Context: an optimization exercise on an open-source flow, tuned for small area and a short achievable clock period. The choices shown serve that exercise and are no tape-out recipe. In this exercise RTL edits were held to simulation tests only and were not proved equivalent to the original.

Setup of cedar:
==> flow/design.v (excerpt) <==
module fdiv_stream (
    input wire clk,
    input wire rstn,
    input wire in_valid,
    input wire [31:0] in_x1,
    input wire [31:0] in_x2,
    output reg out_valid,
    output reg [31:0] out_y );
    reg v_q;
    reg [31:0] x1_q;
    reg [31:0] x2_q;
    always @(posedge clk) begin
        if (~rstn) v_q <= 1'b0; else v_q <= in_valid;
        x1_q <= in_x1;
        x2_q <= in_x2;
    end
    wire n_s, n_z;
    wire [24:0] n_a; wire [22:0] n_b;
    wire signed [5:0] n_g;
    wire [8:0] n_e;
    fdiv_norm norm0 (.x1(x1_q), .x2(x2_q), .s(n_s), .z(n_z), .a(n_a), .b(n_b), .g(n_g), .e(n_e));
    wire [26:0] d1_s, d1_c; wire d1_n, d1_1, d1_2;
    fdiv_r4 d1 (.s({2'b00, n_a}), .c(27'd0), .first(1'b1), .b(n_b), .s_o(d1_s), .c_o(d1_c), .qneg(d1_n), .q1(d1_1), .q2(d1_2));
    wire [26:0] d2_s, d2_c; wire d2_n, d2_1, d2_2;
    fdiv_r4 d2 (.s(d1_s), .c(d1_c), .first(1'b0), .b(n_b), .s_o(d2_s), .c_o(d2_c), .qneg(d2_n), .q1(d2_1), .q2(d2_2));
    wire [26:0] d3_s, d3_c; wire d3_n, d3_1, d3_2;
    fdiv_r4 d3 (.s(d2_s), .c(d2_c), .first(1'b0), .b(n_b), .s_o(d3_s), .c_o(d3_c), .qneg(d3_n), .q1(d3_1), .q2(d3_2));
    wire [26:0] d4_s, d4_c; wire d4_n, d4_1, d4_2;
  ...
export LEC_CHECK = 0
export CAP_MARGIN = 20
export CORE_MARGIN = 2
export CORE_UTILIZATION = 40
export SLEW_MARGIN = 20
create_clock -name core_clock -period 170.0 [get_ports {clk}]
standard.sh (not shown) runs the stock make flow with config.mk's settings and CLKGATE_MAP_FILE= SYNTH_SCRIPT=/design/flow/synth_recipe.tcl, a recipe that flattens the netlist after the stock synthesis.
==> flow/flow/run.sh <==
#!/bin/bash
# Layout: the standard flow (standard.sh) with three changes.
# 1. Synthesis: Yosys's synth runs with -noabc, which skips only its generic
#    pre-mapping ABC pass, so the adder extraction sees the full adders with
#    the polarity the RTL writes them in instead of wrapped in inverters. The
#    final ABC mapping, the registers and the rest of synthesis are standard.
# 2. Port buffers: buffer_ports still buffers every input and output, with
#    sky130_fd_sc_hd__buf_1 instead of the delay cell it picks by default.
# 3. Clock tree: smaller buffers and no dummy loads.
set -euo pipefail
sed 's/yosys synth -nofsm -noshare /yosys synth -nofsm -noshare -noabc /' synth_recipe.tcl > synth_recipe_noabc.tcl
grep -q -- '-noabc' synth_recipe_noabc.tcl
bash standard.sh SYNTH_SCRIPT="$PWD/synth_recipe_noabc.tcl" \
  "BUFFER_PORTS_ARGS=-buffer_cell sky130_fd_sc_hd__buf_1" \
  "CTS_ARGS=-sink_clustering_enable -repair_clock_nets -buf_list sky130_fd_sc_hd__clkbuf_8 -dont_use_dummy_load" \
  finish > standard.log 2>&1
For juniper, these inputs were changed with respect to cedar:
-- flow/flow/run.sh --
<<< cedar, line 14
  "BUFFER_PORTS_ARGS=-buffer_cell sky130_fd_sc_hd__buf_1" \
  "CTS_ARGS=-sink_clustering_enable -repair_clock_nets -buf_list sky130_fd_sc_hd__clkbuf_8 -dont_use_dummy_load" \
  finish > standard.log 2>&1
>>> juniper, line 14
  "BUFFER_PORTS_ARGS=-buffer_cell sky130_fd_sc_hd__buf_1" \
  "CTS_ARGS=-sink_clustering_enable -repair_clock_nets -buf_list sky130_fd_sc_hd__clkbuf_16 -sink_clustering_size 18 -sink_clustering_max_diameter 80 -dont_use_dummy_load" \
  finish > standard.log 2>&1
[summary]
- Cmp juniper and cedar / worst-case register-to-register setup slack / lower: juniper
- Diff juniper..cedar | area added between synthesis and finish | negligible
- juniper vs. cedar: count of clock-buffer cells in the layout dropped 47%, global-route track usage on met2 closely matched the old numbers.
- Cell area: cedar vs juniper, no meaningful difference
- Between juniper and cedar, the global router's overall resource usage figures differ only marginally.
- Headroom to the max-slew limit (juniper over cedar): decrease, 0.78 points
What tundra does differently from juniper at the input level:
-- flow/flow/run.sh --
<<< juniper, line 14
  "BUFFER_PORTS_ARGS=-buffer_cell sky130_fd_sc_hd__buf_1" \
  "CTS_ARGS=-sink_clustering_enable -repair_clock_nets -buf_list sky130_fd_sc_hd__clkbuf_16 -sink_clustering_size 18 -sink_clustering_max_diameter 80 -dont_use_dummy_load" \
  finish > standard.log 2>&1
>>> tundra, line 14
  "BUFFER_PORTS_ARGS=-buffer_cell sky130_fd_sc_hd__buf_1" \
  "CTS_ARGS=-sink_clustering_enable -repair_clock_nets -buf_list {sky130_fd_sc_hd__clkbuf_4 sky130_fd_sc_hd__clkbuf_8 sky130_fd_sc_hd__clkbuf_16} -dont_use_dummy_load" \
  finish > standard.log 2>&1
--- outcome ---
Side by side, count of inserted antenna diode cells turned out lower in tundra than in juniper.
Compared to juniper, tundra has final period demand of the worst path 0.064 ns lower.
Compared tundra vs juniper, and global-route wire length before repair is up in tundra.
Comparing tundra against juniper, there is no change at all in sequential cell count.
Compared with juniper, tundra shows a higher setup slack after layout.
Against juniper, total wirelength of the detailed-routed design in tundra came out worse.

---

fdiv_stream, a different RTL version from the one above (not shown whole).
For scale: ~3800 cells after synthesis, roughly 340 flip-flops, ~100 I/O pins, roughly 37000 sq um of cells after synthesis.
==> flow/design.v (excerpt) <==
module fdiv_stream (
    input wire clk,
    input wire rstn,
    input wire in_valid,
    input wire [31:0] in_x1,
    input wire [31:0] in_x2,
    output reg out_valid,
    output reg [31:0] out_y );
Settings: LEC_CHECK=0, CAP_MARGIN=20, CORE_MARGIN=2, CORE_UTILIZATION=40, SLEW_MARGIN=20; clock period 170.0 ns.
==> flow/flow/run.sh <==
#!/bin/bash
# Layout: the standard flow (standard.sh), with one change to synthesis:
# Yosys's synth runs with -noabc, which skips only its generic pre-mapping
# ABC pass. The adder extraction then sees the full adders with the polarity
# the RTL writes them in, instead of wrapped in inverters; the final ABC
# mapping to the library, the registers and everything else stay standard.
set -euo pipefail
sed 's/yosys synth -nofsm -noshare /yosys synth -nofsm -noshare -noabc /' synth_recipe.tcl > synth_recipe_noabc.tcl
grep -q -- '-noabc' synth_recipe_noabc.tcl
bash standard.sh SYNTH_SCRIPT="$PWD/synth_recipe_noabc.tcl" finish > standard.log 2>&1
Edit:
==> flow/run.sh (new file) <==
#!/bin/bash
# synth_recipe.tcl (not shown) runs the flow's synth.tcl, then flattens the netlist and writes it again
# the make line also repeats each setting of config.mk as NAME=value (left out here)
make -C /OpenROAD-flow-scripts/flow DESIGN_CONFIG=/design/flow/config.mk WORK_HOME=/design/flow/orfs CLKGATE_MAP_FILE= SYNTH_SCRIPT=/design/flow/synth_recipe.tcl finish
removed: flow/flow/run.sh
removed: flow/standard.sh
Final area increases by about 5%.
Worst setup slack gets worse by 0.032 ns.
Global-route usage came out higher by 0.91 points.
Worst hold slack hardly moves.
Routed wire length rises by about 10%.

-- what the ideal ports hide --
No port has a modelled driver above. Below, the same layouts with a new extraction and two added sets of constraints.
Step 1, drivers: a clkbuf_16 drives clk and a buf_2 each remaining input, both assumed.
Step 2, shift: input delay + t, output delay - t, t = (earliest + latest rising clock arrival at the registers) / 2. This alone moves slack from input paths to output paths.
a / b / c = ideal / step 1 / step 2; a / b = the first two.
| run | t, ns | slack for setup (ns) | hold WS [ns] | worst setup path at the end | worst slew at a driven data input, ns |
|---|---|---|---|---|---|
| cedar | 0.680 | 134.856 / 134.797 / 135.478 | 0.257 / 0.257 / 0.257 | register to output | 0.04 |
| juniper | 0.638 | 134.900 / 134.836 / 135.474 | 0.320 / 0.320 / 0.320 | register to output | 0.04 |
| tundra | 0.605 | 134.964 / 134.903 / 135.508 | 0.292 / 0.292 / 0.292 | register to output | 0.04 |
| the first run of note 2 | 0.614 | 134.607 / 134.546 / 135.160 | 0.320 / 0.320 / 0.320 | register to output | 0.05 |
| the second run of note 2 | 0.619 | 134.575 / 134.519 / 135.137 | 0.319 / 0.319 / 0.319 | register to output | 0.04 |
After both steps setup and hold are still met in every run listed.
